Source: an optimization exercise on an open RTL-to-GDS flow (aim: small area and a short achievable clock period). Production flows keep margins and buffers that such runs may drop.
In this exercise RTL edits were held to simulation tests only and were not proved equivalent to the original.

<file path="flow/flow/run.sh">
#!/bin/bash
# Layout flow: the standard ORFS flow, with Yosys's full/half-adder
# extraction turned off (the RTL already spells out its adders as prefix
# networks), larger clock-tree sink clusters without dummy loads, and more
# antenna-repair rounds after detailed routing.
set -euo pipefail
bash standard.sh ADDER_MAP_FILE= MAX_REPAIR_ANTENNAS_ITER_DRT=10 ENABLE_RESISTANCE_AWARE=1 \
  "CTS_ARGS=-sink_clustering_enable -repair_clock_nets -dont_use_dummy_load -sink_clustering_size 24 -sink_clustering_max_diameter 80" \
  finish > standard.log 2>&1
</file>
<file path="flow/standard.sh">
#!/bin/bash
# synth_recipe.tcl (not shown) runs the flow's synth.tcl, then flattens the netlist and writes it again
# the make line also repeats each setting of config.mk as NAME=value (left out here)
make -C /OpenROAD-flow-scripts/flow DESIGN_CONFIG=/design/flow/config.mk WORK_HOME=/design/flow/orfs CLKGATE_MAP_FILE= SYNTH_SCRIPT=/design/flow/synth_recipe.tcl "${@:-finish}"
</file>
<file path="flow/config.mk">
export PLATFORM = sky130hd
export DESIGN_NAME = pipeline
export DESIGN_NICKNAME = pipeline
export VERILOG_FILES = /design/flow/design.v
export SDC_FILE = /design/flow/constraint.sdc
export NUM_CORES = 8
export LEC_CHECK = 0
export ABC_AREA = 1
export CAP_MARGIN = 20
export CORE_MARGIN = 2
export CORE_UTILIZATION = 55
export PLACE_DENSITY = 0.68
export SETUP_SLACK_MARGIN = 3.75
export SLEW_MARGIN = 20
</file>
<file path="flow/constraint.sdc">
create_clock -name core_clock -period 7.5 [get_ports {CLK}]
set_input_delay 1.5000 -clock core_clock [delete_from_list [all_inputs] [get_ports {CLK}]]
set_output_delay 1.5000 -clock core_clock [all_outputs]
set_load 0.01 [all_outputs]
</file>
<file path="flow/design.v">
module pipeline (
  input  CLK,
  input  [31:0]counter_in,
  input  [127:0]target_hash,
  input  reset,
  output reg found,
  output reg [31:0]found_word
);
function [31:0] bswap(input [31:0] x);
  bswap = {x[7:0], x[15:8], x[23:16], x[31:24]};
endfunction
function eqadd(input [31:0] a, input [31:0] b, input [31:0] k);
  reg [31:0] cy;
  begin
    cy = {(a[30:0] & b[30:0]) | ((a[30:0] | b[30:0]) & ~k[30:0]), 1'b0};
    eqadd = ((a ^ b ^ k) == cy);
  end
endfunction
reg  [4:0]  step;
reg  [1:0]  ph;
reg  [31:0] q0, q1, q2, q3, t21, er;
wire busy = (step != 5'd22);
always @(posedge CLK)
  if (reset) begin step <= 5'd0; ph <= 2'd0; end
  else if (busy) begin
    ph <= (ph == 2'd2) ? 2'd0 : ph + 2'd1;
    if (ph == 2'd2) step <= step + 5'd1;
  end
reg  [31:0] ex, kc;
reg  [2:0]  rs;
wire [31:0] s001;
add_bk u_s001 (.a(~q0), .b(q1), .s(s001));
wire [31:0] dif = ~s001;   
always @* begin
  case (step)
    5'd0: begin ex = bswap(target_hash[95:64]); kc = 32'h10325478; rs = 3'd0; end
    5'd1: begin ex = bswap(target_hash[63:32]); kc = 32'h67452303; rs = 3'd0; end
    5'd2: begin ex = bswap(target_hash[31:0]); kc = 32'hefcdab8b; rs = 3'd0; end
    5'd3: begin ex = bswap(target_hash[127:96]); kc = 32'h98badd00; rs = 3'd0; end
    5'd4: begin ex = dif; kc = 32'h14792c70; rs = 3'd4; end
    5'd5: begin ex = dif; kc = 32'hd5282d46; rs = 3'd3; end
    5'd6: begin ex = dif; kc = 32'h42c50dcc; rs = 3'd2; end
    5'd7: begin ex = dif; kc = 32'h08ac817f; rs = 3'd1; end
    5'd8: begin ex = dif; kc = 32'hb1f7ee60; rs = 3'd4; end
    5'd9: begin ex = dif; kc = 32'h5cfebced; rs = 3'd3; end
    5'd10: begin ex = dif; kc = 32'h01d31921; rs = 3'd2; end
    5'd11: begin ex = dif; kc = 32'h905781b2; rs = 3'd1; end
    5'd12: begin ex = dif; kc = 32'h7a7ba1b0; rs = 3'd4; end
    5'd13: begin ex = dif; kc = 32'h00100b84; rs = 3'd3; end
    5'd14: begin ex = dif; kc = 32'h70f3336f; rs = 3'd2; end
    5'd15: begin ex = dif; kc = 32'h9aa4a63e; rs = 3'd1; end
    5'd16: begin ex = dif; kc = 32'h036c5fc8; rs = 3'd4; end
    5'd17: begin ex = dif; kc = 32'h546bdc3a; rs = 3'd3; end
    5'd18: begin ex = dif; kc = 32'hbcd5006a; rs = 3'd2; end
    5'd19: begin ex = dif; kc = 32'h0bd6ddbd; rs = 3'd1; end
    5'd20: begin ex = dif; kc = 32'h3b53a99c; rs = 3'd5; end
    5'd21: begin ex = dif; kc = 32'he05d8309; rs = 3'd6; end
    default: begin ex = dif; kc = 32'h0; rs = 3'd0; end
  endcase
end
reg  [31:0] rot;
always @*
  case (rs)
    3'd0: rot = er;
    3'd1: rot = {er[5:0], er[31:6]};
    3'd2: rot = {er[9:0], er[31:10]};
    3'd3: rot = {er[14:0], er[31:15]};
    3'd4: rot = {er[20:0], er[31:21]};
    3'd5: rot = {er[22:0], er[31:23]};
    3'd6: rot = {er[15:0], er[31:16]};
    default: rot = er;
  endcase
always @(posedge CLK)
  if (busy & (ph == 2'd0)) er <= ex;
  else if (busy & (ph == 2'd1)) er <= rot;
wire usef = (step >= 5'd4) && (step < 5'd20);
wire [31:0] nf = usef ? ~(q2 ^ (q1 | ~q3)) : 32'hffffffff;
wire [31:0] cs_s = er ^ nf ^ kc;
wire [31:0] cs_c = {(er[30:0] & nf[30:0]) | (er[30:0] & kc[30:0]) | (nf[30:0] & kc[30:0]), 1'b0};
wire [31:0] s002;
add_bk u_s002 (.a(cs_s), .b(cs_c), .s(s002));
always @(posedge CLK)
  if (busy & (ph == 2'd2)) begin
    q0 <= q1; q1 <= q2; q2 <= q3; q3 <= s002;
  end
always @(posedge CLK)
  if ((step == 5'd21) & (ph == 2'd0)) t21 <= q0 ^ q1;
reg  [31:0] w_in;
always @(posedge CLK) w_in <= counter_in;
wire [31:0] s003;
add_sk u_s003 (.a(bswap(w_in)), .b(32'hd76aa477), .s(s003));
wire [31:0] x_00 = s003;
wire [31:0] s004;
add_sk u_s004 (.a(32'hefcdab89), .b({x_00[24:0], x_00[31:25]}), .s(s004));
reg  [31:0] b_00;
always @(posedge CLK) b_00 <= s004;
reg  [31:0] w_01;
always @(posedge CLK) w_01 <= w_in;
wire [31:0] f_01 = ((b_00 & 32'hefcdab89) | (~b_00 & 32'h98badcfe));
wire [31:0] s005;
add_sk u_s005 (.a(f_01), .b(32'hf8fa0c4c), .s(s005));
wire [31:0] x_01 = s005;
wire [31:0] s006;
add_sk u_s006 (.a(b_00), .b({x_01[19:0], x_01[31:20]}), .s(s006));
reg  [31:0] b_01;
always @(posedge CLK) b_01 <= s006;
reg  [31:0] c_01;
always @(posedge CLK) c_01 <= b_00;
reg  [31:0] w_02;
always @(posedge CLK) w_02 <= w_01;
wire [31:0] f_02 = ((b_01 & c_01) | (~b_01 & 32'hefcdab89));
wire [31:0] s007;
add_sk u_s007 (.a(f_02), .b(32'hbcdb4dd9), .s(s007));
wire [31:0] x_02 = s007;
wire [31:0] s008;
add_sk u_s008 (.a(b_01), .b({x_02[14:0], x_02[31:15]}), .s(s008));
reg  [31:0] b_02;
always @(posedge CLK) b_02 <= s008;
reg  [31:0] c_02;
always @(posedge CLK) c_02 <= b_01;
reg  [31:0] d_02;
always @(posedge CLK) d_02 <= c_01;
reg  [31:0] w_03;
always @(posedge CLK) w_03 <= w_02;
wire [31:0] f_03 = ((b_02 & c_02) | (~b_02 & d_02));
wire [31:0] s009;
add_sk u_s009 (.a(f_03), .b(32'hb18b7a77), .s(s009));
wire [31:0] x_03 = s009;
wire [31:0] s010;
add_sk u_s010 (.a(b_02), .b({x_03[9:0], x_03[31:10]}), .s(s010));
reg  [31:0] b_03;
always @(posedge CLK) b_03 <= s010;
wire [31:0] s011;
add_bk u_s011 (.a(d_02), .b(32'hf57c0faf), .s(s011));
reg  [31:0] ap_03;
always @(posedge CLK) ap_03 <= s011;
reg  [31:0] c_03;
always @(posedge CLK) c_03 <= b_02;
reg  [31:0] d_03;
always @(posedge CLK) d_03 <= c_02;
reg  [31:0] w_04;
always @(posedge CLK) w_04 <= w_03;
wire [31:0] f_04 = ((b_03 & c_03) | (~b_03 & d_03));
wire [31:0] s012;
add_sk u_s012 (.a(ap_03), .b(f_04), .s(s012));
wire [31:0] x_04 = s012;
wire [31:0] s013;
add_sk u_s013 (.a(b_03), .b({x_04[24:0], x_04[31:25]}), .s(s013));
reg  [31:0] b_04;
always @(posedge CLK) b_04 <= s013;
wire [31:0] s014;
add_bk u_s014 (.a(d_03), .b(32'h4787c62a), .s(s014));
reg  [31:0] ap_04;
always @(posedge CLK) ap_04 <= s014;
reg  [31:0] c_04;
always @(posedge CLK) c_04 <= b_03;
reg  [31:0] d_04;
always @(posedge CLK) d_04 <= c_03;
reg  [31:0] w_05;
always @(posedge CLK) w_05 <= w_04;
wire [31:0] f_05 = ((b_04 & c_04) | (~b_04 & d_04));
wire [31:0] s015;
add_sk u_s015 (.a(ap_04), .b(f_05), .s(s015));
wire [31:0] x_05 = s015;
wire [31:0] s016;
add_sk u_s016 (.a(b_04), .b({x_05[19:0], x_05[31:20]}), .s(s016));
reg  [31:0] b_05;
always @(posedge CLK) b_05 <= s016;
wire [31:0] s017;
add_bk u_s017 (.a(d_04), .b(32'ha8304613), .s(s017));
reg  [31:0] ap_05;
always @(posedge CLK) ap_05 <= s017;
reg  [31:0] c_05;
always @(posedge CLK) c_05 <= b_04;
reg  [31:0] d_05;
always @(posedge CLK) d_05 <= c_04;
reg  [31:0] w_06;
always @(posedge CLK) w_06 <= w_05;
wire [31:0] f_06 = ((b_05 & c_05) | (~b_05 & d_05));
wire [31:0] s018;
add_sk u_s018 (.a(ap_05), .b(f_06), .s(s018));
wire [31:0] x_06 = s018;
wire [31:0] s019;
add_sk u_s019 (.a(b_05), .b({x_06[14:0], x_06[31:15]}), .s(s019));
reg  [31:0] b_06;
always @(posedge CLK) b_06 <= s019;
wire [31:0] s020;
add_bk u_s020 (.a(d_05), .b(32'hfd469501), .s(s020));
reg  [31:0] ap_06;
always @(posedge CLK) ap_06 <= s020;
reg  [31:0] c_06;
always @(posedge CLK) c_06 <= b_05;
reg  [31:0] d_06;
always @(posedge CLK) d_06 <= c_05;
reg  [31:0] w_07;
always @(posedge CLK) w_07 <= w_06;
wire [31:0] f_07 = ((b_06 & c_06) | (~b_06 & d_06));
wire [31:0] s021;
add_sk u_s021 (.a(ap_06), .b(f_07), .s(s021));
wire [31:0] x_07 = s021;
wire [31:0] s022;
add_sk u_s022 (.a(b_06), .b({x_07[9:0], x_07[31:10]}), .s(s022));
reg  [31:0] b_07;
always @(posedge CLK) b_07 <= s022;
wire [31:0] s023;
add_bk u_s023 (.a(d_06), .b(32'h698098d8), .s(s023));
reg  [31:0] ap_07;
always @(posedge CLK) ap_07 <= s023;
reg  [31:0] c_07;
always @(posedge CLK) c_07 <= b_06;
reg  [31:0] d_07;
always @(posedge CLK) d_07 <= c_06;
reg  [31:0] w_08;
always @(posedge CLK) w_08 <= w_07;
wire [31:0] f_08 = ((b_07 & c_07) | (~b_07 & d_07));
wire [31:0] s024;
add_sk u_s024 (.a(ap_07), .b(f_08), .s(s024));
wire [31:0] x_08 = s024;
wire [31:0] s025;
add_sk u_s025 (.a(b_07), .b({x_08[24:0], x_08[31:25]}), .s(s025));
reg  [31:0] b_08;
always @(posedge CLK) b_08 <= s025;
wire [31:0] s026;
add_bk u_s026 (.a(d_07), .b(32'h8b44f7af), .s(s026));
reg  [31:0] ap_08;
always @(posedge CLK) ap_08 <= s026;
reg  [31:0] c_08;
always @(posedge CLK) c_08 <= b_07;
reg  [31:0] d_08;
always @(posedge CLK) d_08 <= c_07;
reg  [31:0] w_09;
always @(posedge CLK) w_09 <= w_08;
wire [31:0] f_09 = ((b_08 & c_08) | (~b_08 & d_08));
wire [31:0] s027;
add_sk u_s027 (.a(ap_08), .b(f_09), .s(s027));
wire [31:0] x_09 = s027;
wire [31:0] s028;
add_sk u_s028 (.a(b_08), .b({x_09[19:0], x_09[31:20]}), .s(s028));
reg  [31:0] b_09;
always @(posedge CLK) b_09 <= s028;
wire [31:0] s029;
add_bk u_s029 (.a(d_08), .b(32'hffff5bb1), .s(s029));
reg  [31:0] ap_09;
always @(posedge CLK) ap_09 <= s029;
reg  [31:0] c_09;
always @(posedge CLK) c_09 <= b_08;
reg  [31:0] d_09;
always @(posedge CLK) d_09 <= c_08;
reg  [31:0] w_10;
always @(posedge CLK) w_10 <= w_09;
wire [31:0] f_10 = ((b_09 & c_09) | (~b_09 & d_09));
wire [31:0] s030;
add_sk u_s030 (.a(ap_09), .b(f_10), .s(s030));
wire [31:0] x_10 = s030;
wire [31:0] s031;
add_sk u_s031 (.a(b_09), .b({x_10[14:0], x_10[31:15]}), .s(s031));
reg  [31:0] b_10;
always @(posedge CLK) b_10 <= s031;
wire [31:0] s032;
add_bk u_s032 (.a(d_09), .b(32'h895cd7be), .s(s032));
reg  [31:0] ap_10;
always @(posedge CLK) ap_10 <= s032;
reg  [31:0] c_10;
always @(posedge CLK) c_10 <= b_09;
reg  [31:0] d_10;
always @(posedge CLK) d_10 <= c_09;
reg  [31:0] w_11;
always @(posedge CLK) w_11 <= w_10;
wire [31:0] f_11 = ((b_10 & c_10) | (~b_10 & d_10));
wire [31:0] s033;
add_sk u_s033 (.a(ap_10), .b(f_11), .s(s033));
wire [31:0] x_11 = s033;
wire [31:0] s034;
add_sk u_s034 (.a(b_10), .b({x_11[9:0], x_11[31:10]}), .s(s034));
reg  [31:0] b_11;
always @(posedge CLK) b_11 <= s034;
wire [31:0] s035;
add_bk u_s035 (.a(d_10), .b(32'h6b901122), .s(s035));
reg  [31:0] ap_11;
always @(posedge CLK) ap_11 <= s035;
reg  [31:0] c_11;
always @(posedge CLK) c_11 <= b_10;
reg  [31:0] d_11;
always @(posedge CLK) d_11 <= c_10;
reg  [31:0] w_12;
always @(posedge CLK) w_12 <= w_11;
wire [31:0] f_12 = ((b_11 & c_11) | (~b_11 & d_11));
wire [31:0] s036;
add_sk u_s036 (.a(ap_11), .b(f_12), .s(s036));
wire [31:0] x_12 = s036;
wire [31:0] s037;
add_sk u_s037 (.a(b_11), .b({x_12[24:0], x_12[31:25]}), .s(s037));
reg  [31:0] b_12;
always @(posedge CLK) b_12 <= s037;
wire [31:0] s038;
add_bk u_s038 (.a(d_11), .b(32'hfd987193), .s(s038));
reg  [31:0] ap_12;
always @(posedge CLK) ap_12 <= s038;
reg  [31:0] c_12;
always @(posedge CLK) c_12 <= b_11;
reg  [31:0] d_12;
always @(posedge CLK) d_12 <= c_11;
reg  [31:0] w_13;
always @(posedge CLK) w_13 <= w_12;
wire [31:0] f_13 = ((b_12 & c_12) | (~b_12 & d_12));
wire [31:0] s039;
add_sk u_s039 (.a(ap_12), .b(f_13), .s(s039));
wire [31:0] x_13 = s039;
wire [31:0] s040;
add_sk u_s040 (.a(b_12), .b({x_13[19:0], x_13[31:20]}), .s(s040));
reg  [31:0] b_13;
always @(posedge CLK) b_13 <= s040;
wire [31:0] s041;
add_bk u_s041 (.a(d_12), .b(32'ha67943ae), .s(s041));
reg  [31:0] ap_13;
always @(posedge CLK) ap_13 <= s041;
reg  [31:0] c_13;
always @(posedge CLK) c_13 <= b_12;
reg  [31:0] d_13;
always @(posedge CLK) d_13 <= c_12;
reg  [31:0] w_14;
always @(posedge CLK) w_14 <= w_13;
wire [31:0] f_14 = ((b_13 & c_13) | (~b_13 & d_13));
wire [31:0] s042;
add_sk u_s042 (.a(ap_13), .b(f_14), .s(s042));
wire [31:0] x_14 = s042;
wire [31:0] s043;
add_sk u_s043 (.a(b_13), .b({x_14[14:0], x_14[31:15]}), .s(s043));
reg  [31:0] b_14;
always @(posedge CLK) b_14 <= s043;
wire [31:0] s044;
add_bk u_s044 (.a(d_13), .b(32'h49b40821), .s(s044));
reg  [31:0] ap_14;
always @(posedge CLK) ap_14 <= s044;
reg  [31:0] c_14;
always @(posedge CLK) c_14 <= b_13;
reg  [31:0] d_14;
always @(posedge CLK) d_14 <= c_13;
reg  [31:0] w_15;
always @(posedge CLK) w_15 <= w_14;
wire [31:0] f_15 = ((b_14 & c_14) | (~b_14 & d_14));
wire [31:0] s045;
add_sk u_s045 (.a(ap_14), .b(f_15), .s(s045));
wire [31:0] x_15 = s045;
wire [31:0] s046;
add_sk u_s046 (.a(b_14), .b({x_15[9:0], x_15[31:10]}), .s(s046));
reg  [31:0] b_15;
always @(posedge CLK) b_15 <= s046;
wire [31:0] s047;
add_bk u_s047 (.a(d_14), .b(32'hf61e25e2), .s(s047));
reg  [31:0] ap_15;
always @(posedge CLK) ap_15 <= s047;
reg  [31:0] c_15;
always @(posedge CLK) c_15 <= b_14;
reg  [31:0] d_15;
always @(posedge CLK) d_15 <= c_14;
reg  [31:0] w_16;
always @(posedge CLK) w_16 <= w_15;
wire [31:0] f_16 = ((d_15 & b_15) | (c_15 & ~d_15));
wire [31:0] s048;
add_sk u_s048 (.a(ap_15), .b(f_16), .s(s048));
wire [31:0] x_16 = s048;
wire [31:0] s049;
add_sk u_s049 (.a(b_15), .b({x_16[26:0], x_16[31:27]}), .s(s049));
reg  [31:0] b_16;
always @(posedge CLK) b_16 <= s049;
wire [31:0] s050;
add_bk u_s050 (.a(d_15), .b(32'hc040b340), .s(s050));
reg  [31:0] ap_16;
always @(posedge CLK) ap_16 <= s050;
reg  [31:0] c_16;
always @(posedge CLK) c_16 <= b_15;
reg  [31:0] d_16;
always @(posedge CLK) d_16 <= c_15;
reg  [31:0] w_17;
always @(posedge CLK) w_17 <= w_16;
wire [31:0] f_17 = ((d_16 & b_16) | (c_16 & ~d_16));
wire [31:0] s051;
add_sk u_s051 (.a(ap_16), .b(f_17), .s(s051));
wire [31:0] x_17 = s051;
wire [31:0] s052;
add_sk u_s052 (.a(b_16), .b({x_17[22:0], x_17[31:23]}), .s(s052));
reg  [31:0] b_17;
always @(posedge CLK) b_17 <= s052;
wire [31:0] s053;
add_bk u_s053 (.a(d_16), .b(32'h265e5a51), .s(s053));
reg  [31:0] ap_17;
always @(posedge CLK) ap_17 <= s053;
reg  [31:0] c_17;
always @(posedge CLK) c_17 <= b_16;
reg  [31:0] d_17;
always @(posedge CLK) d_17 <= c_16;
reg  [31:0] w_18;
always @(posedge CLK) w_18 <= w_17;
wire [31:0] f_18 = ((d_17 & b_17) | (c_17 & ~d_17));
wire [31:0] s054;
add_sk u_s054 (.a(ap_17), .b(f_18), .s(s054));
wire [31:0] x_18 = s054;
wire [31:0] s055;
add_sk u_s055 (.a(b_17), .b({x_18[17:0], x_18[31:18]}), .s(s055));
reg  [31:0] b_18;
always @(posedge CLK) b_18 <= s055;
wire [31:0] s056;
add_bk u_s056 (.a(d_17), .b(32'he9b6c7aa), .s(s056));
wire [31:0] s057;
add_sk u_s057 (.a(s056), .b(bswap(w_18)), .s(s057));
reg  [31:0] ap_18;
always @(posedge CLK) ap_18 <= s057;
reg  [31:0] c_18;
always @(posedge CLK) c_18 <= b_17;
reg  [31:0] d_18;
always @(posedge CLK) d_18 <= c_17;
reg  [31:0] w_19;
always @(posedge CLK) w_19 <= w_18;
wire [31:0] f_19 = ((d_18 & b_18) | (c_18 & ~d_18));
wire [31:0] s058;
add_sk u_s058 (.a(ap_18), .b(f_19), .s(s058));
wire [31:0] x_19 = s058;
wire [31:0] s059;
add_sk u_s059 (.a(b_18), .b({x_19[11:0], x_19[31:12]}), .s(s059));
reg  [31:0] b_19;
always @(posedge CLK) b_19 <= s059;
wire [31:0] s060;
add_bk u_s060 (.a(d_18), .b(32'hd62f105d), .s(s060));
reg  [31:0] ap_19;
always @(posedge CLK) ap_19 <= s060;
reg  [31:0] c_19;
always @(posedge CLK) c_19 <= b_18;
reg  [31:0] d_19;
always @(posedge CLK) d_19 <= c_18;
reg  [31:0] w_20;
always @(posedge CLK) w_20 <= w_19;
wire [31:0] f_20 = ((d_19 & b_19) | (c_19 & ~d_19));
wire [31:0] s061;
add_sk u_s061 (.a(ap_19), .b(f_20), .s(s061));
wire [31:0] x_20 = s061;
wire [31:0] s062;
add_sk u_s062 (.a(b_19), .b({x_20[26:0], x_20[31:27]}), .s(s062));
reg  [31:0] b_20;
always @(posedge CLK) b_20 <= s062;
wire [31:0] s063;
add_bk u_s063 (.a(d_19), .b(32'h02441453), .s(s063));
reg  [31:0] ap_20;
always @(posedge CLK) ap_20 <= s063;
reg  [31:0] c_20;
always @(posedge CLK) c_20 <= b_19;
reg  [31:0] d_20;
always @(posedge CLK) d_20 <= c_19;
reg  [31:0] w_21;
always @(posedge CLK) w_21 <= w_20;
wire [31:0] f_21 = ((d_20 & b_20) | (c_20 & ~d_20));
wire [31:0] s064;
add_sk u_s064 (.a(ap_20), .b(f_21), .s(s064));
wire [31:0] x_21 = s064;
wire [31:0] s065;
add_sk u_s065 (.a(b_20), .b({x_21[22:0], x_21[31:23]}), .s(s065));
reg  [31:0] b_21;
always @(posedge CLK) b_21 <= s065;
wire [31:0] s066;
add_bk u_s066 (.a(d_20), .b(32'hd8a1e681), .s(s066));
reg  [31:0] ap_21;
always @(posedge CLK) ap_21 <= s066;
reg  [31:0] c_21;
always @(posedge CLK) c_21 <= b_20;
reg  [31:0] d_21;
always @(posedge CLK) d_21 <= c_20;
reg  [31:0] w_22;
always @(posedge CLK) w_22 <= w_21;
wire [31:0] f_22 = ((d_21 & b_21) | (c_21 & ~d_21));
wire [31:0] s067;
add_sk u_s067 (.a(ap_21), .b(f_22), .s(s067));
wire [31:0] x_22 = s067;
wire [31:0] s068;
add_sk u_s068 (.a(b_21), .b({x_22[17:0], x_22[31:18]}), .s(s068));
reg  [31:0] b_22;
always @(posedge CLK) b_22 <= s068;
wire [31:0] s069;
add_bk u_s069 (.a(d_21), .b(32'he7d3fbc8), .s(s069));
reg  [31:0] ap_22;
always @(posedge CLK) ap_22 <= s069;
reg  [31:0] c_22;
always @(posedge CLK) c_22 <= b_21;
reg  [31:0] d_22;
always @(posedge CLK) d_22 <= c_21;
reg  [31:0] w_23;
always @(posedge CLK) w_23 <= w_22;
wire [31:0] f_23 = ((d_22 & b_22) | (c_22 & ~d_22));
wire [31:0] s070;
add_sk u_s070 (.a(ap_22), .b(f_23), .s(s070));
wire [31:0] x_23 = s070;
wire [31:0] s071;
add_sk u_s071 (.a(b_22), .b({x_23[11:0], x_23[31:12]}), .s(s071));
reg  [31:0] b_23;
always @(posedge CLK) b_23 <= s071;
wire [31:0] s072;
add_bk u_s072 (.a(d_22), .b(32'h21e1cde6), .s(s072));
reg  [31:0] ap_23;
always @(posedge CLK) ap_23 <= s072;
reg  [31:0] c_23;
always @(posedge CLK) c_23 <= b_22;
reg  [31:0] d_23;
always @(posedge CLK) d_23 <= c_22;
reg  [31:0] w_24;
always @(posedge CLK) w_24 <= w_23;
wire [31:0] f_24 = ((d_23 & b_23) | (c_23 & ~d_23));
wire [31:0] s073;
add_sk u_s073 (.a(ap_23), .b(f_24), .s(s073));
wire [31:0] x_24 = s073;
wire [31:0] s074;
add_sk u_s074 (.a(b_23), .b({x_24[26:0], x_24[31:27]}), .s(s074));
reg  [31:0] b_24;
always @(posedge CLK) b_24 <= s074;
wire [31:0] s075;
add_bk u_s075 (.a(d_23), .b(32'hc33707f6), .s(s075));
reg  [31:0] ap_24;
always @(posedge CLK) ap_24 <= s075;
reg  [31:0] c_24;
always @(posedge CLK) c_24 <= b_23;
reg  [31:0] d_24;
always @(posedge CLK) d_24 <= c_23;
reg  [31:0] w_25;
always @(posedge CLK) w_25 <= w_24;
wire [31:0] f_25 = ((d_24 & b_24) | (c_24 & ~d_24));
wire [31:0] s076;
add_sk u_s076 (.a(ap_24), .b(f_25), .s(s076));
wire [31:0] x_25 = s076;
wire [31:0] s077;
add_sk u_s077 (.a(b_24), .b({x_25[22:0], x_25[31:23]}), .s(s077));
reg  [31:0] b_25;
always @(posedge CLK) b_25 <= s077;
wire [31:0] s078;
add_bk u_s078 (.a(d_24), .b(32'hf4d50d87), .s(s078));
reg  [31:0] ap_25;
always @(posedge CLK) ap_25 <= s078;
reg  [31:0] c_25;
always @(posedge CLK) c_25 <= b_24;
reg  [31:0] d_25;
always @(posedge CLK) d_25 <= c_24;
reg  [31:0] w_26;
always @(posedge CLK) w_26 <= w_25;
wire [31:0] f_26 = ((d_25 & b_25) | (c_25 & ~d_25));
wire [31:0] s079;
add_sk u_s079 (.a(ap_25), .b(f_26), .s(s079));
wire [31:0] x_26 = s079;
wire [31:0] s080;
add_sk u_s080 (.a(b_25), .b({x_26[17:0], x_26[31:18]}), .s(s080));
reg  [31:0] b_26;
always @(posedge CLK) b_26 <= s080;
wire [31:0] s081;
add_bk u_s081 (.a(d_25), .b(32'h455a14ed), .s(s081));
reg  [31:0] ap_26;
always @(posedge CLK) ap_26 <= s081;
reg  [31:0] c_26;
always @(posedge CLK) c_26 <= b_25;
reg  [31:0] d_26;
always @(posedge CLK) d_26 <= c_25;
reg  [31:0] w_27;
always @(posedge CLK) w_27 <= w_26;
wire [31:0] f_27 = ((d_26 & b_26) | (c_26 & ~d_26));
wire [31:0] s082;
add_sk u_s082 (.a(ap_26), .b(f_27), .s(s082));
wire [31:0] x_27 = s082;
wire [31:0] s083;
add_sk u_s083 (.a(b_26), .b({x_27[11:0], x_27[31:12]}), .s(s083));
reg  [31:0] b_27;
always @(posedge CLK) b_27 <= s083;
wire [31:0] s084;
add_bk u_s084 (.a(d_26), .b(32'ha9e3e905), .s(s084));
reg  [31:0] ap_27;
always @(posedge CLK) ap_27 <= s084;
reg  [31:0] c_27;
always @(posedge CLK) c_27 <= b_26;
reg  [31:0] d_27;
always @(posedge CLK) d_27 <= c_26;
reg  [31:0] w_28;
always @(posedge CLK) w_28 <= w_27;
wire [31:0] f_28 = ((d_27 & b_27) | (c_27 & ~d_27));
wire [31:0] s085;
add_sk u_s085 (.a(ap_27), .b(f_28), .s(s085));
wire [31:0] x_28 = s085;
wire [31:0] s086;
add_sk u_s086 (.a(b_27), .b({x_28[26:0], x_28[31:27]}), .s(s086));
reg  [31:0] b_28;
always @(posedge CLK) b_28 <= s086;
wire [31:0] s087;
add_bk u_s087 (.a(d_27), .b(32'hfcefa3f8), .s(s087));
reg  [31:0] ap_28;
always @(posedge CLK) ap_28 <= s087;
reg  [31:0] c_28;
always @(posedge CLK) c_28 <= b_27;
reg  [31:0] d_28;
always @(posedge CLK) d_28 <= c_27;
reg  [31:0] w_29;
always @(posedge CLK) w_29 <= w_28;
wire [31:0] f_29 = ((d_28 & b_28) | (c_28 & ~d_28));
wire [31:0] s088;
add_sk u_s088 (.a(ap_28), .b(f_29), .s(s088));
wire [31:0] x_29 = s088;
wire [31:0] s089;
add_sk u_s089 (.a(b_28), .b({x_29[22:0], x_29[31:23]}), .s(s089));
reg  [31:0] b_29;
always @(posedge CLK) b_29 <= s089;
wire [31:0] s090;
add_bk u_s090 (.a(d_28), .b(32'h676f02d9), .s(s090));
reg  [31:0] ap_29;
always @(posedge CLK) ap_29 <= s090;
reg  [31:0] c_29;
always @(posedge CLK) c_29 <= b_28;
reg  [31:0] d_29;
always @(posedge CLK) d_29 <= c_28;
reg  [31:0] w_30;
always @(posedge CLK) w_30 <= w_29;
wire [31:0] f_30 = ((d_29 & b_29) | (c_29 & ~d_29));
wire [31:0] s091;
add_sk u_s091 (.a(ap_29), .b(f_30), .s(s091));
wire [31:0] x_30 = s091;
wire [31:0] s092;
add_sk u_s092 (.a(b_29), .b({x_30[17:0], x_30[31:18]}), .s(s092));
reg  [31:0] b_30;
always @(posedge CLK) b_30 <= s092;
wire [31:0] s093;
add_bk u_s093 (.a(d_29), .b(32'h8d2a4c8a), .s(s093));
reg  [31:0] ap_30;
always @(posedge CLK) ap_30 <= s093;
reg  [31:0] c_30;
always @(posedge CLK) c_30 <= b_29;
reg  [31:0] d_30;
always @(posedge CLK) d_30 <= c_29;
reg  [31:0] w_31;
always @(posedge CLK) w_31 <= w_30;
wire [31:0] f_31 = ((d_30 & b_30) | (c_30 & ~d_30));
wire [31:0] s094;
add_sk u_s094 (.a(ap_30), .b(f_31), .s(s094));
wire [31:0] x_31 = s094;
wire [31:0] s095;
add_sk u_s095 (.a(b_30), .b({x_31[11:0], x_31[31:12]}), .s(s095));
reg  [31:0] b_31;
always @(posedge CLK) b_31 <= s095;
wire [31:0] s096;
add_bk u_s096 (.a(d_30), .b(32'hfffa3942), .s(s096));
reg  [31:0] ap_31;
always @(posedge CLK) ap_31 <= s096;
reg  [31:0] c_31;
always @(posedge CLK) c_31 <= b_30;
reg  [31:0] d_31;
always @(posedge CLK) d_31 <= c_30;
reg  [31:0] w_32;
always @(posedge CLK) w_32 <= w_31;
wire [31:0] f_32 = (b_31 ^ c_31 ^ d_31);
wire [31:0] s097;
add_sk u_s097 (.a(ap_31), .b(f_32), .s(s097));
wire [31:0] x_32 = s097;
wire [31:0] s098;
add_sk u_s098 (.a(b_31), .b({x_32[27:0], x_32[31:28]}), .s(s098));
reg  [31:0] b_32;
always @(posedge CLK) b_32 <= s098;
wire [31:0] s099;
add_bk u_s099 (.a(d_31), .b(32'h8771f681), .s(s099));
reg  [31:0] ap_32;
always @(posedge CLK) ap_32 <= s099;
reg  [31:0] c_32;
always @(posedge CLK) c_32 <= b_31;
reg  [31:0] d_32;
always @(posedge CLK) d_32 <= c_31;
reg  [31:0] w_33;
always @(posedge CLK) w_33 <= w_32;
wire [31:0] f_33 = (b_32 ^ c_32 ^ d_32);
wire [31:0] s100;
add_sk u_s100 (.a(ap_32), .b(f_33), .s(s100));
wire [31:0] x_33 = s100;
wire [31:0] s101;
add_sk u_s101 (.a(b_32), .b({x_33[20:0], x_33[31:21]}), .s(s101));
reg  [31:0] b_33;
always @(posedge CLK) b_33 <= s101;
wire [31:0] s102;
add_bk u_s102 (.a(d_32), .b(32'h6d9d6122), .s(s102));
reg  [31:0] ap_33;
always @(posedge CLK) ap_33 <= s102;
reg  [31:0] c_33;
always @(posedge CLK) c_33 <= b_32;
reg  [31:0] d_33;
always @(posedge CLK) d_33 <= c_32;
reg  [31:0] w_34;
always @(posedge CLK) w_34 <= w_33;
wire [31:0] f_34 = (b_33 ^ c_33 ^ d_33);
wire [31:0] s103;
add_sk u_s103 (.a(ap_33), .b(f_34), .s(s103));
wire [31:0] x_34 = s103;
wire [31:0] s104;
add_sk u_s104 (.a(b_33), .b({x_34[15:0], x_34[31:16]}), .s(s104));
reg  [31:0] b_34;
always @(posedge CLK) b_34 <= s104;
wire [31:0] s105;
add_bk u_s105 (.a(d_33), .b(32'hfde5382c), .s(s105));
reg  [31:0] ap_34;
always @(posedge CLK) ap_34 <= s105;
reg  [31:0] c_34;
always @(posedge CLK) c_34 <= b_33;
reg  [31:0] d_34;
always @(posedge CLK) d_34 <= c_33;
reg  [31:0] w_35;
always @(posedge CLK) w_35 <= w_34;
wire [31:0] f_35 = (b_34 ^ c_34 ^ d_34);
wire [31:0] s106;
add_sk u_s106 (.a(ap_34), .b(f_35), .s(s106));
wire [31:0] x_35 = s106;
wire [31:0] s107;
add_sk u_s107 (.a(b_34), .b({x_35[8:0], x_35[31:9]}), .s(s107));
reg  [31:0] b_35;
always @(posedge CLK) b_35 <= s107;
wire [31:0] s108;
add_bk u_s108 (.a(d_34), .b(32'ha4beeac4), .s(s108));
reg  [31:0] ap_35;
always @(posedge CLK) ap_35 <= s108;
reg  [31:0] c_35;
always @(posedge CLK) c_35 <= b_34;
reg  [31:0] d_35;
always @(posedge CLK) d_35 <= c_34;
reg  [31:0] w_36;
always @(posedge CLK) w_36 <= w_35;
wire [31:0] f_36 = (b_35 ^ c_35 ^ d_35);
wire [31:0] s109;
add_sk u_s109 (.a(ap_35), .b(f_36), .s(s109));
wire [31:0] x_36 = s109;
wire [31:0] s110;
add_sk u_s110 (.a(b_35), .b({x_36[27:0], x_36[31:28]}), .s(s110));
reg  [31:0] b_36;
always @(posedge CLK) b_36 <= s110;
wire [31:0] s111;
add_bk u_s111 (.a(d_35), .b(32'h4bdecfa9), .s(s111));
reg  [31:0] ap_36;
always @(posedge CLK) ap_36 <= s111;
reg  [31:0] c_36;
always @(posedge CLK) c_36 <= b_35;
reg  [31:0] d_36;
always @(posedge CLK) d_36 <= c_35;
reg  [31:0] w_37;
always @(posedge CLK) w_37 <= w_36;
wire [31:0] f_37 = (b_36 ^ c_36 ^ d_36);
wire [31:0] s112;
add_sk u_s112 (.a(ap_36), .b(f_37), .s(s112));
wire [31:0] x_37 = s112;
wire [31:0] s113;
add_sk u_s113 (.a(b_36), .b({x_37[20:0], x_37[31:21]}), .s(s113));
reg  [31:0] b_37;
always @(posedge CLK) b_37 <= s113;
wire [31:0] s114;
add_bk u_s114 (.a(d_36), .b(32'hf6bb4b60), .s(s114));
reg  [31:0] ap_37;
always @(posedge CLK) ap_37 <= s114;
reg  [31:0] c_37;
always @(posedge CLK) c_37 <= b_36;
reg  [31:0] d_37;
always @(posedge CLK) d_37 <= c_36;
reg  [31:0] w_38;
always @(posedge CLK) w_38 <= w_37;
wire [31:0] f_38 = (b_37 ^ c_37 ^ d_37);
wire [31:0] s115;
add_sk u_s115 (.a(ap_37), .b(f_38), .s(s115));
wire [31:0] x_38 = s115;
wire [31:0] s116;
add_sk u_s116 (.a(b_37), .b({x_38[15:0], x_38[31:16]}), .s(s116));
reg  [31:0] b_38;
always @(posedge CLK) b_38 <= s116;
wire [31:0] s117;
add_bk u_s117 (.a(d_37), .b(32'hbebfbc70), .s(s117));
reg  [31:0] ap_38;
always @(posedge CLK) ap_38 <= s117;
reg  [31:0] c_38;
always @(posedge CLK) c_38 <= b_37;
reg  [31:0] d_38;
always @(posedge CLK) d_38 <= c_37;
reg  [31:0] w_39;
always @(posedge CLK) w_39 <= w_38;
wire [31:0] f_39 = (b_38 ^ c_38 ^ d_38);
wire [31:0] s118;
add_sk u_s118 (.a(ap_38), .b(f_39), .s(s118));
wire [31:0] x_39 = s118;
wire [31:0] s119;
add_sk u_s119 (.a(b_38), .b({x_39[8:0], x_39[31:9]}), .s(s119));
reg  [31:0] b_39;
always @(posedge CLK) b_39 <= s119;
wire [31:0] s120;
add_bk u_s120 (.a(d_38), .b(32'h289b7ec6), .s(s120));
reg  [31:0] ap_39;
always @(posedge CLK) ap_39 <= s120;
reg  [31:0] c_39;
always @(posedge CLK) c_39 <= b_38;
reg  [31:0] d_39;
always @(posedge CLK) d_39 <= c_38;
reg  [31:0] w_40;
always @(posedge CLK) w_40 <= w_39;
wire [31:0] f_40 = (b_39 ^ c_39 ^ d_39);
wire [31:0] s121;
add_sk u_s121 (.a(ap_39), .b(f_40), .s(s121));
wire [31:0] x_40 = s121;
wire [31:0] s122;
add_sk u_s122 (.a(b_39), .b({x_40[27:0], x_40[31:28]}), .s(s122));
reg  [31:0] b_40;
always @(posedge CLK) b_40 <= s122;
wire [31:0] s123;
add_bk u_s123 (.a(d_39), .b(32'heaa127fa), .s(s123));
wire [31:0] s124;
add_sk u_s124 (.a(s123), .b(bswap(w_40)), .s(s124));
reg  [31:0] ap_40;
always @(posedge CLK) ap_40 <= s124;
reg  [31:0] c_40;
always @(posedge CLK) c_40 <= b_39;
reg  [31:0] d_40;
always @(posedge CLK) d_40 <= c_39;
reg  [31:0] w_41;
always @(posedge CLK) w_41 <= w_40;
wire [31:0] f_41 = (b_40 ^ c_40 ^ d_40);
wire [31:0] s125;
add_sk u_s125 (.a(ap_40), .b(f_41), .s(s125));
wire [31:0] x_41 = s125;
wire [31:0] s126;
add_sk u_s126 (.a(b_40), .b({x_41[20:0], x_41[31:21]}), .s(s126));
reg  [31:0] b_41;
always @(posedge CLK) b_41 <= s126;
wire [31:0] s127;
add_bk u_s127 (.a(d_40), .b(32'hd4ef3085), .s(s127));
reg  [31:0] ap_41;
always @(posedge CLK) ap_41 <= s127;
reg  [31:0] c_41;
always @(posedge CLK) c_41 <= b_40;
reg  [31:0] d_41;
always @(posedge CLK) d_41 <= c_40;
reg  [31:0] w_42;
always @(posedge CLK) w_42 <= w_41;
wire [31:0] f_42 = (b_41 ^ c_41 ^ d_41);
wire [31:0] s128;
add_sk u_s128 (.a(ap_41), .b(f_42), .s(s128));
wire [31:0] x_42 = s128;
wire [31:0] s129;
add_sk u_s129 (.a(b_41), .b({x_42[15:0], x_42[31:16]}), .s(s129));
reg  [31:0] b_42;
always @(posedge CLK) b_42 <= s129;
wire [31:0] s130;
add_bk u_s130 (.a(d_41), .b(32'h04881d05), .s(s130));
reg  [31:0] ap_42;
always @(posedge CLK) ap_42 <= s130;
reg  [31:0] c_42;
always @(posedge CLK) c_42 <= b_41;
reg  [31:0] d_42;
always @(posedge CLK) d_42 <= c_41;
reg  [31:0] w_43;
always @(posedge CLK) w_43 <= w_42;
wire [31:0] f_43 = (b_42 ^ c_42 ^ d_42);
wire [31:0] s131;
add_sk u_s131 (.a(ap_42), .b(f_43), .s(s131));
wire [31:0] x_43 = s131;
wire [31:0] s132;
add_sk u_s132 (.a(b_42), .b({x_43[8:0], x_43[31:9]}), .s(s132));
reg  [31:0] b_43;
always @(posedge CLK) b_43 <= s132;
wire [31:0] s133;
add_bk u_s133 (.a(d_42), .b(32'hd9d4d039), .s(s133));
reg  [31:0] ap_43;
always @(posedge CLK) ap_43 <= s133;
reg  [31:0] c_43;
always @(posedge CLK) c_43 <= b_42;
reg  [31:0] d_43;
always @(posedge CLK) d_43 <= c_42;
reg  [31:0] w_44;
always @(posedge CLK) w_44 <= w_43;
wire [31:0] f_44 = (b_43 ^ c_43 ^ d_43);
wire [31:0] s134;
add_sk u_s134 (.a(ap_43), .b(f_44), .s(s134));
wire [31:0] x_44 = s134;
wire [31:0] s135;
add_sk u_s135 (.a(b_43), .b({x_44[27:0], x_44[31:28]}), .s(s135));
reg  [31:0] b_44;
always @(posedge CLK) b_44 <= s135;
wire [31:0] s136;
add_bk u_s136 (.a(d_43), .b(32'he6db99e5), .s(s136));
reg  [31:0] ap_44;
always @(posedge CLK) ap_44 <= s136;
reg  [31:0] c_44;
always @(posedge CLK) c_44 <= b_43;
reg  [31:0] d_44;
always @(posedge CLK) d_44 <= c_43;
reg  [31:0] w_45;
always @(posedge CLK) w_45 <= w_44;
wire [31:0] f_45 = b_44 ^ c_44 ^ d_44;
wire [31:0] s137;
add_sk u_s137 (.a(ap_44), .b(f_45), .s(s137));
always @(posedge CLK) found <= eqadd(b_44, {s137[20:0], s137[31:21]}, q0) & eqadd(d_44, q0 ^ b_44 ^ c_44, q3) & eqadd(c_44, t21 ^ b_44, q2) & eqadd(b_44, bswap(w_45), q1);
always @(posedge CLK) found_word <= w_45;
endmodule
module add_bk (input [31:0] a, input [31:0] b, output [31:0] s);
  wire [31:0] g0 = a & b;
  wire [31:0] p0 = a ^ b;
  wire g_0 = g0[1] | (p0[1] & g0[0]);
  wire g_1 = g0[3] | (p0[3] & g0[2]);
  wire p_1 = p0[3] & p0[2];
  wire g_2 = g0[5] | (p0[5] & g0[4]);
  wire p_2 = p0[5] & p0[4];
  wire g_3 = g0[7] | (p0[7] & g0[6]);
  wire p_3 = p0[7] & p0[6];
  wire g_4 = g0[9] | (p0[9] & g0[8]);
  wire p_4 = p0[9] & p0[8];
  wire g_5 = g0[11] | (p0[11] & g0[10]);
  wire p_5 = p0[11] & p0[10];
  wire g_6 = g0[13] | (p0[13] & g0[12]);
  wire p_6 = p0[13] & p0[12];
  wire g_7 = g0[15] | (p0[15] & g0[14]);
  wire p_7 = p0[15] & p0[14];
  wire g_8 = g0[17] | (p0[17] & g0[16]);
  wire p_8 = p0[17] & p0[16];
  wire g_9 = g0[19] | (p0[19] & g0[18]);
  wire p_9 = p0[19] & p0[18];
  wire g_10 = g0[21] | (p0[21] & g0[20]);
  wire p_10 = p0[21] & p0[20];
  wire g_11 = g0[23] | (p0[23] & g0[22]);
  wire p_11 = p0[23] & p0[22];
  wire g_12 = g0[25] | (p0[25] & g0[24]);
  wire p_12 = p0[25] & p0[24];
  wire g_13 = g0[27] | (p0[27] & g0[26]);
  wire p_13 = p0[27] & p0[26];
  wire g_14 = g0[29] | (p0[29] & g0[28]);
  wire p_14 = p0[29] & p0[28];
  wire g_15 = g0[31] | (p0[31] & g0[30]);
  wire p_15 = p0[31] & p0[30];
  wire g_16 = g_1 | (p_1 & g_0);
  wire g_17 = g_3 | (p_3 & g_2);
  wire p_17 = p_3 & p_2;
  wire g_18 = g_5 | (p_5 & g_4);
  wire p_18 = p_5 & p_4;
  wire g_19 = g_7 | (p_7 & g_6);
  wire p_19 = p_7 & p_6;
  wire g_20 = g_9 | (p_9 & g_8);
  wire p_20 = p_9 & p_8;
  wire g_21 = g_11 | (p_11 & g_10);
  wire p_21 = p_11 & p_10;
  wire g_22 = g_13 | (p_13 & g_12);
  wire p_22 = p_13 & p_12;
  wire g_23 = g_15 | (p_15 & g_14);
  wire p_23 = p_15 & p_14;
  wire g_24 = g_17 | (p_17 & g_16);
  wire g_25 = g_19 | (p_19 & g_18);
  wire p_25 = p_19 & p_18;
  wire g_26 = g_21 | (p_21 & g_20);
  wire p_26 = p_21 & p_20;
  wire g_27 = g_23 | (p_23 & g_22);
  wire p_27 = p_23 & p_22;
  wire g_28 = g_25 | (p_25 & g_24);
  wire g_29 = g_27 | (p_27 & g_26);
  wire p_29 = p_27 & p_26;
  wire g_30 = g_29 | (p_29 & g_28);
  wire g_31 = g_26 | (p_26 & g_28);
  wire g_32 = g_18 | (p_18 & g_24);
  wire g_33 = g_20 | (p_20 & g_28);
  wire g_34 = g_22 | (p_22 & g_31);
  wire g_35 = g_2 | (p_2 & g_16);
  wire g_36 = g_4 | (p_4 & g_24);
  wire g_37 = g_6 | (p_6 & g_32);
  wire g_38 = g_8 | (p_8 & g_28);
  wire g_39 = g_10 | (p_10 & g_33);
  wire g_40 = g_12 | (p_12 & g_31);
  wire g_41 = g_14 | (p_14 & g_34);
  wire g_42 = g0[2] | (p0[2] & g_0);
  wire g_43 = g0[4] | (p0[4] & g_16);
  wire g_44 = g0[6] | (p0[6] & g_35);
  wire g_45 = g0[8] | (p0[8] & g_24);
  wire g_46 = g0[10] | (p0[10] & g_36);
  wire g_47 = g0[12] | (p0[12] & g_32);
  wire g_48 = g0[14] | (p0[14] & g_37);
  wire g_49 = g0[16] | (p0[16] & g_28);
  wire g_50 = g0[18] | (p0[18] & g_38);
  wire g_51 = g0[20] | (p0[20] & g_33);
  wire g_52 = g0[22] | (p0[22] & g_39);
  wire g_53 = g0[24] | (p0[24] & g_31);
  wire g_54 = g0[26] | (p0[26] & g_40);
  wire g_55 = g0[28] | (p0[28] & g_34);
  wire g_56 = g0[30] | (p0[30] & g_41);
  wire [31:0] c;
  assign c[0] = 1'b0;
  assign c[1] = g0[0];
  assign c[2] = g_0;
  assign c[3] = g_42;
  assign c[4] = g_16;
  assign c[5] = g_43;
  assign c[6] = g_35;
  assign c[7] = g_44;
  assign c[8] = g_24;
  assign c[9] = g_45;
  assign c[10] = g_36;
  assign c[11] = g_46;
  assign c[12] = g_32;
  assign c[13] = g_47;
  assign c[14] = g_37;
  assign c[15] = g_48;
  assign c[16] = g_28;
  assign c[17] = g_49;
  assign c[18] = g_38;
  assign c[19] = g_50;
  assign c[20] = g_33;
  assign c[21] = g_51;
  assign c[22] = g_39;
  assign c[23] = g_52;
  assign c[24] = g_31;
  assign c[25] = g_53;
  assign c[26] = g_40;
  assign c[27] = g_54;
  assign c[28] = g_34;
  assign c[29] = g_55;
  assign c[30] = g_41;
  assign c[31] = g_56;
  assign s = p0 ^ c;
endmodule
module add_sk (input [31:0] a, input [31:0] b, output [31:0] s);
  wire [31:0] g0 = a & b;
  wire [31:0] p0 = a ^ b;
  wire g_0 = g0[1] | (p0[1] & g0[0]);
  wire g_1 = g0[3] | (p0[3] & g0[2]);
  wire p_1 = p0[3] & p0[2];
  wire g_2 = g0[5] | (p0[5] & g0[4]);
  wire p_2 = p0[5] & p0[4];
  wire g_3 = g0[7] | (p0[7] & g0[6]);
  wire p_3 = p0[7] & p0[6];
  wire g_4 = g0[9] | (p0[9] & g0[8]);
  wire p_4 = p0[9] & p0[8];
  wire g_5 = g0[11] | (p0[11] & g0[10]);
  wire p_5 = p0[11] & p0[10];
  wire g_6 = g0[13] | (p0[13] & g0[12]);
  wire p_6 = p0[13] & p0[12];
  wire g_7 = g0[15] | (p0[15] & g0[14]);
  wire p_7 = p0[15] & p0[14];
  wire g_8 = g0[17] | (p0[17] & g0[16]);
  wire p_8 = p0[17] & p0[16];
  wire g_9 = g0[19] | (p0[19] & g0[18]);
  wire p_9 = p0[19] & p0[18];
  wire g_10 = g0[21] | (p0[21] & g0[20]);
  wire p_10 = p0[21] & p0[20];
  wire g_11 = g0[23] | (p0[23] & g0[22]);
  wire p_11 = p0[23] & p0[22];
  wire g_12 = g0[25] | (p0[25] & g0[24]);
  wire p_12 = p0[25] & p0[24];
  wire g_13 = g0[27] | (p0[27] & g0[26]);
  wire p_13 = p0[27] & p0[26];
  wire g_14 = g0[29] | (p0[29] & g0[28]);
  wire p_14 = p0[29] & p0[28];
  wire g_15 = g0[31] | (p0[31] & g0[30]);
  wire p_15 = p0[31] & p0[30];
  wire g_16 = g0[2] | (p0[2] & g_0);
  wire g_17 = g_1 | (p_1 & g_0);
  wire g_18 = g0[6] | (p0[6] & g_2);
  wire p_18 = p0[6] & p_2;
  wire g_19 = g_3 | (p_3 & g_2);
  wire p_19 = p_3 & p_2;
  wire g_20 = g0[10] | (p0[10] & g_4);
  wire p_20 = p0[10] & p_4;
  wire g_21 = g_5 | (p_5 & g_4);
  wire p_21 = p_5 & p_4;
  wire g_22 = g0[14] | (p0[14] & g_6);
  wire p_22 = p0[14] & p_6;
  wire g_23 = g_7 | (p_7 & g_6);
  wire p_23 = p_7 & p_6;
  wire g_24 = g0[18] | (p0[18] & g_8);
  wire p_24 = p0[18] & p_8;
  wire g_25 = g_9 | (p_9 & g_8);
  wire p_25 = p_9 & p_8;
  wire g_26 = g0[22] | (p0[22] & g_10);
  wire p_26 = p0[22] & p_10;
  wire g_27 = g_11 | (p_11 & g_10);
  wire p_27 = p_11 & p_10;
  wire g_28 = g0[26] | (p0[26] & g_12);
  wire p_28 = p0[26] & p_12;
  wire g_29 = g_13 | (p_13 & g_12);
  wire p_29 = p_13 & p_12;
  wire g_30 = g0[30] | (p0[30] & g_14);
  wire p_30 = p0[30] & p_14;
  wire g_31 = g_15 | (p_15 & g_14);
  wire p_31 = p_15 & p_14;
  wire g_32 = g0[4] | (p0[4] & g_17);
  wire g_33 = g_2 | (p_2 & g_17);
  wire g_34 = g_18 | (p_18 & g_17);
  wire g_35 = g_19 | (p_19 & g_17);
  wire g_36 = g0[12] | (p0[12] & g_21);
  wire p_36 = p0[12] & p_21;
  wire g_37 = g_6 | (p_6 & g_21);
  wire p_37 = p_6 & p_21;
  wire g_38 = g_22 | (p_22 & g_21);
  wire p_38 = p_22 & p_21;
  wire g_39 = g_23 | (p_23 & g_21);
  wire p_39 = p_23 & p_21;
  wire g_40 = g0[20] | (p0[20] & g_25);
  wire p_40 = p0[20] & p_25;
  wire g_41 = g_10 | (p_10 & g_25);
  wire p_41 = p_10 & p_25;
  wire g_42 = g_26 | (p_26 & g_25);
  wire p_42 = p_26 & p_25;
  wire g_43 = g_27 | (p_27 & g_25);
  wire p_43 = p_27 & p_25;
  wire g_44 = g0[28] | (p0[28] & g_29);
  wire p_44 = p0[28] & p_29;
  wire g_45 = g_14 | (p_14 & g_29);
  wire p_45 = p_14 & p_29;
  wire g_46 = g_30 | (p_30 & g_29);
  wire p_46 = p_30 & p_29;
  wire g_47 = g_31 | (p_31 & g_29);
  wire p_47 = p_31 & p_29;
  wire g_48 = g0[8] | (p0[8] & g_35);
  wire g_49 = g_4 | (p_4 & g_35);
  wire g_50 = g_20 | (p_20 & g_35);
  wire g_51 = g_21 | (p_21 & g_35);
  wire g_52 = g_36 | (p_36 & g_35);
  wire g_53 = g_37 | (p_37 & g_35);
  wire g_54 = g_38 | (p_38 & g_35);
  wire g_55 = g_39 | (p_39 & g_35);
  wire g_56 = g0[24] | (p0[24] & g_43);
  wire p_56 = p0[24] & p_43;
  wire g_57 = g_12 | (p_12 & g_43);
  wire p_57 = p_12 & p_43;
  wire g_58 = g_28 | (p_28 & g_43);
  wire p_58 = p_28 & p_43;
  wire g_59 = g_29 | (p_29 & g_43);
  wire p_59 = p_29 & p_43;
  wire g_60 = g_44 | (p_44 & g_43);
  wire p_60 = p_44 & p_43;
  wire g_61 = g_45 | (p_45 & g_43);
  wire p_61 = p_45 & p_43;
  wire g_62 = g_46 | (p_46 & g_43);
  wire p_62 = p_46 & p_43;
  wire g_63 = g_47 | (p_47 & g_43);
  wire p_63 = p_47 & p_43;
  wire g_64 = g0[16] | (p0[16] & g_55);
  wire g_65 = g_8 | (p_8 & g_55);
  wire g_66 = g_24 | (p_24 & g_55);
  wire g_67 = g_25 | (p_25 & g_55);
  wire g_68 = g_40 | (p_40 & g_55);
  wire g_69 = g_41 | (p_41 & g_55);
  wire g_70 = g_42 | (p_42 & g_55);
  wire g_71 = g_43 | (p_43 & g_55);
  wire g_72 = g_56 | (p_56 & g_55);
  wire g_73 = g_57 | (p_57 & g_55);
  wire g_74 = g_58 | (p_58 & g_55);
  wire g_75 = g_59 | (p_59 & g_55);
  wire g_76 = g_60 | (p_60 & g_55);
  wire g_77 = g_61 | (p_61 & g_55);
  wire g_78 = g_62 | (p_62 & g_55);
  wire g_79 = g_63 | (p_63 & g_55);
  wire [31:0] c;
  assign c[0] = 1'b0;
  assign c[1] = g0[0];
  assign c[2] = g_0;
  assign c[3] = g_16;
  assign c[4] = g_17;
  assign c[5] = g_32;
  assign c[6] = g_33;
  assign c[7] = g_34;
  assign c[8] = g_35;
  assign c[9] = g_48;
  assign c[10] = g_49;
  assign c[11] = g_50;
  assign c[12] = g_51;
  assign c[13] = g_52;
  assign c[14] = g_53;
  assign c[15] = g_54;
  assign c[16] = g_55;
  assign c[17] = g_64;
  assign c[18] = g_65;
  assign c[19] = g_66;
  assign c[20] = g_67;
  assign c[21] = g_68;
  assign c[22] = g_69;
  assign c[23] = g_70;
  assign c[24] = g_71;
  assign c[25] = g_72;
  assign c[26] = g_73;
  assign c[27] = g_74;
  assign c[28] = g_75;
  assign c[29] = g_76;
  assign c[30] = g_77;
  assign c[31] = g_78;
  assign s = p0 ^ c;
endmodule
</file>
==> summary.txt <==
Status
The flow ran to the end and the layout has no timing, DRC or antenna violations.

Clock tree
After clock tree synthesis, the clock-pin slew on the worst setup and hold paths is 0.09 ns. The total number of clock tree sinks is 7272. The number of clock buffers added by TritonCTS is 431.

The clock tree root buffer cell is sky130_fd_sc_hd__clkbuf_16. The maximum level of the CTS H-tree is 5. The clock passes through at most 4 buffers. The clock tree from TritonCTS is yes. The clock latency reported for the late side of the worst-skew pair is 1.16 ns.

Timing
For the finished layout, the period the worst path requires is 3.80 ns. The count of final setup violators is 0. The worst-margin pin slew is 1.34 ns.

The upper clock frequency limit is roughly 260 MHz. The worst path meets setup with roughly 3.7 ns of slack. The worst setup skew after layout is 0.134 ns.

Setup repair after global routing could not meet its margin everywhere. The max-slew violation count is 0. The ratio of final minimum period to clock period is 50.6%. The total negative slack is 0 ns. The worst pin sits at a relative slew slack of 10.8%.

Hold timing on the final database bottoms out at a slack of between 0.2 and 0.3 ns. The final count of hold timing violations is 0.

Final layout
The finished layout holds 62200 standard cells, fillers aside. Cells with a size suffix above 1 make up 8.79% of the layout. The growth of design area from synthesis to finish is 9.91%. After the last flow step, the layout net total stands at between 50000 and 60000. The fill cell total of the finished layout is 59100.

Die
The number of ports placed on the die boundary is 195. The core box area is between 0.6 and 0.7 sq mm. The standard-cell row count is 294. The die is ~810 microns tall. The die covers 0.648 sq mm. The chip width is 805 microns. For this configuration, the core starts out at a cell density of 55.1%.

Placement
The pre-CTS setup slack is 2.87 ns. Port buffering added 194 buffers. In this run, placement finished with an instance count of 61200. After legalization and detailed placement, the total HPWL measured 1090 mm. The placer's final routability congestion estimate is 1.08.

GRT
The first global-routing pass estimated 1870 mm of wire. The pin count of the biggest net entering global routing is 64. The via count of the first global-routing pass came to 305000.

The overall track demand over capacity in global routing is 38.4%. The leftover overflow at the end of global routing is 0. The initial antenna violation count was 114.

Critical path
Data arrives at the worst endpoint at 4.58 ns. The signal on the critical path passes through inv_1 -> nand2_1 -> nor2_4 -> nand2_2 -> inv_1 -> buf_4 -> a221oi_1 -> a21boi_1 -> o22ai_1. The critical path contains buffers and inverters numbering 3 combined. The largest fanout on the critical path is 18. For the worst setup path, the data required time is 8.28 ns. On the worst path, the slowest cell contributes a delay of ~1.1 ns. The cell type of the slowest stage on the worst timing path is sky130_fd_sc_hd__a221oi_1. The critical path's most frequent cell is sky130_fd_sc_hd__inv_1.

The critical setup path kind is flop to flop. STA classifies the critical path endpoint as a flop. In this design, the largest share of critical-path delay is due to compound AO/OA/AOI/OAI gates. The startpoint type of the worst setup path is a flop.

Synth
The number of distinct library cells after synthesis is 87. The number of nets in the synthesized netlist is approximately 53000. Counting instances in the post-synthesis netlist gives the leading cell types as sky130_fd_sc_hd__nand2_1, sky130_fd_sc_hd__inv_1, sky130_fd_sc_hd__dfxtp_1, sky130_fd_sc_hd__nor2_1, sky130_fd_sc_hd__nand3_1. The portion of the post-synthesis area used by sequential elements is 41.8%.

The number of instances in the synthesized netlist is 52500. The register bit total from synthesis is 7272. The most frequently used flop master after synthesis is sky130_fd_sc_hd__dfxtp_1. The netlist area before placement is 0.353 sq mm. For this run, asynchronously set or reset flops after synthesis account for 0%. The most used standard cell by instance count after synthesis is sky130_fd_sc_hd__nand2_1.

The area share of the largest cell type after synthesis is 40.1%. Of all cell types, the one taking the most synthesized area is sky130_fd_sc_hd__dfxtp_1. In the post-synthesis netlist, the biggest area contributors are sky130_fd_sc_hd__dfxtp_1, sky130_fd_sc_hd__nand2_1, sky130_fd_sc_hd__inv_1.

The synthesized area per cell is 6.72 sq um. The number of enable-type register cells in the synthesized netlist is 192. For this run, the number of Yosys warnings is 1.

Route
In the routed design, unresolved DRC markers number 0. After the first detailed-routing iteration, the DRC count stood at approximately 32000. In the routed layout, each cell is associated on average with a via count of 5.38.

The final routed wirelength across all metal layers is 1320 mm. Across all layers, the routed design uses 334000 vias. Once detail routing completed, the nets flagged for antenna violations numbered 0. The number of optimization iterations in the first detailed-route pass is 14. The wire length per cell is 21.2 microns.

Flow run
The count of max-cap constraint violations is 0.

Worst hold path
The worst hold path belongs to the class flop to flop.
==> final timing paths <==
| path | startpoint | to | slack, ns | depth (start not counted) |
|---|---|---|---|---|
| max | step[0] | er[15] | 3.70 | 9 |
| min | b_25[0] | c_26[0] | 0.25 | 0 |
| max reg2reg | step[0] | er[15] | 3.70 | 9 |
| min reg2reg | b_25[0] | c_26[0] | 0.25 | 0 |
==> cells in the final DEF (no fill, tap or decap), types with 75 or more instances in the layout <==
master / synthesis / routed
sky130_fd_sc_hd__a31oi_1: 90 / 81
sky130_fd_sc_hd__xnor2_1: 764 / 733
sky130_fd_sc_hd__buf_4: 23 / 323
sky130_fd_sc_hd__edfxtp_1: 192 / 192
sky130_fd_sc_hd__nor2_2: 135 / 336
sky130_fd_sc_hd__a21o_1: 251 / 250
sky130_fd_sc_hd__or2_2: 763 / 759
sky130_fd_sc_hd__dfxtp_4: 0 / 107
sky130_fd_sc_hd__o21ai_0: 1363 / 1178
sky130_fd_sc_hd__nand3_1: 4035 / 3962
sky130_fd_sc_hd__o211ai_1: 88 / 88
sky130_fd_sc_hd__clkdlybuf4s50_1: 0 / 186
sky130_fd_sc_hd__a21oi_2: 32 / 162
sky130_fd_sc_hd__or2_1: 215 / 213
sky130_fd_sc_hd__dfxtp_2: 0 / 705
sky130_fd_sc_hd__a21oi_1: 1447 / 1253
sky130_fd_sc_hd__nand3_2: 73 / 137
sky130_fd_sc_hd__o21a_1: 75 / 75
sky130_fd_sc_hd__nand3b_1: 464 / 464
sky130_fd_sc_hd__a21boi_0: 333 / 289
sky130_fd_sc_hd__nand4_1: 158 / 158
sky130_fd_sc_hd__nand2_1: 19500 / 19100
sky130_fd_sc_hd__diode_2: 0 / 200
sky130_fd_sc_hd__nor2_1: 4204 / 3930
sky130_fd_sc_hd__o21ai_1: 257 / 343
sky130_fd_sc_hd__inv_1: 7473 / 7430
sky130_fd_sc_hd__clkbuf_16: 0 / 431
sky130_fd_sc_hd__nor2_4: 19 / 92
sky130_fd_sc_hd__nand2_2: 457 / 665
sky130_fd_sc_hd__inv_2: 121 / 158
sky130_fd_sc_hd__o21ai_2: 44 / 131
sky130_fd_sc_hd__xor2_1: 1810 / 1694
sky130_fd_sc_hd__nand2_4: 40 / 188
sky130_fd_sc_hd__dfxtp_1: 7080 / 6268
sky130_fd_sc_hd__xor2_2: 6 / 107
sky130_fd_sc_hd__nor3_1: 310 / 268
==> what timing repair did <==
action | 4_1_cts | 5_1_grt
hold buffers | 0 | 0
buffers inserted | 22 | 299
setup endpoints to repair | 770 | 1271
gates cloned | 5 | 34
pin swaps | 19 | 284
resized for setup | 464 | 2476
==> metrics by stage <==
stage	area (sq um)	utilization, %
finish	388000	60.6
floorplan	353000	-
CTS	377000	58.9
global placement	365000	57.0
global route	388000	60.6
detailed placement	365000	57.0
==> kinds of logic (layout without fill, tap and decap cells) <==
| family | count (synthesis) | count (layout) | share of synthesized area, % |
|---|---|---|---|
| flip-flops | 7272 | 7272 | 41.8 |
| adder cells (fa/ha/maj) | 4 | 4 | 0.0117 |
| AND/OR/NAND/NOR | 30600 | 30600 | 36.2 |
| XOR/XNOR | 2591 | 2591 | 6.47 |
| AO/OA/AOI/OAI | 4288 | 4288 | 6.98 |
| buffers and inverters | 7769 | 8589 | 8.44 |
| other | 0 | 200 | 0 |
| multiplexers | 40 | 40 | 0.114 |
==> per-layer routing <==
layer | global-route usage (%) | vias up | part of all wire [%]
li1 | - | 163000 | -
met1 | 41.3 | 152000 | 35
met2 | 65.3 | 14600 | 47
met3 | 5.46 | 4616 | 7.0
met4 | 35.7 | 36 | 11
met5 | 0 | - | 0.017
==> cell type report <==
cell class | count | area [sq um] | area share [%]
diodes | 200 | 500 | 0.129
repair inverters | 2 | 16.3 | 0.00419
inverters | 7601 | 28600 | 7.36
repair buffers | 555 | 4990 | 1.29
clock buffers | 431 | 10800 | 2.78
flip-flops and latches | 7272 | 149000 | 38.3
well taps | 8584 | 10700 | 2.77
multi-input cells | 37500 | 184000 | 47.3

[what the ideal ports hide]
No port has a modelled driver above. Below, the same layout with a new extraction and two added sets of constraints. Step 1, drivers: a clkbuf_16 drives CLK and a buf_2 each remaining input, both assumed. Step 2 moves the port delays by t, midway between the first and last clock arrival at a register: inputs arrive t later, outputs are due t later. That takes back most of the time a late clock gives input paths. Slacks: no drivers / after step 1 / after step 2; pairs: no drivers / after step 1.
shift t [ns]: 1.250
slack for setup (ns): 3.704 / 3.592 / 3.266
latest minus earliest clock arrival (ns): 0.154 / 0.153
After both steps setup and hold are still met in this run. For this run, drivers alone change the setup slack by -0.112 ns; drivers and shift together by -0.438 ns.
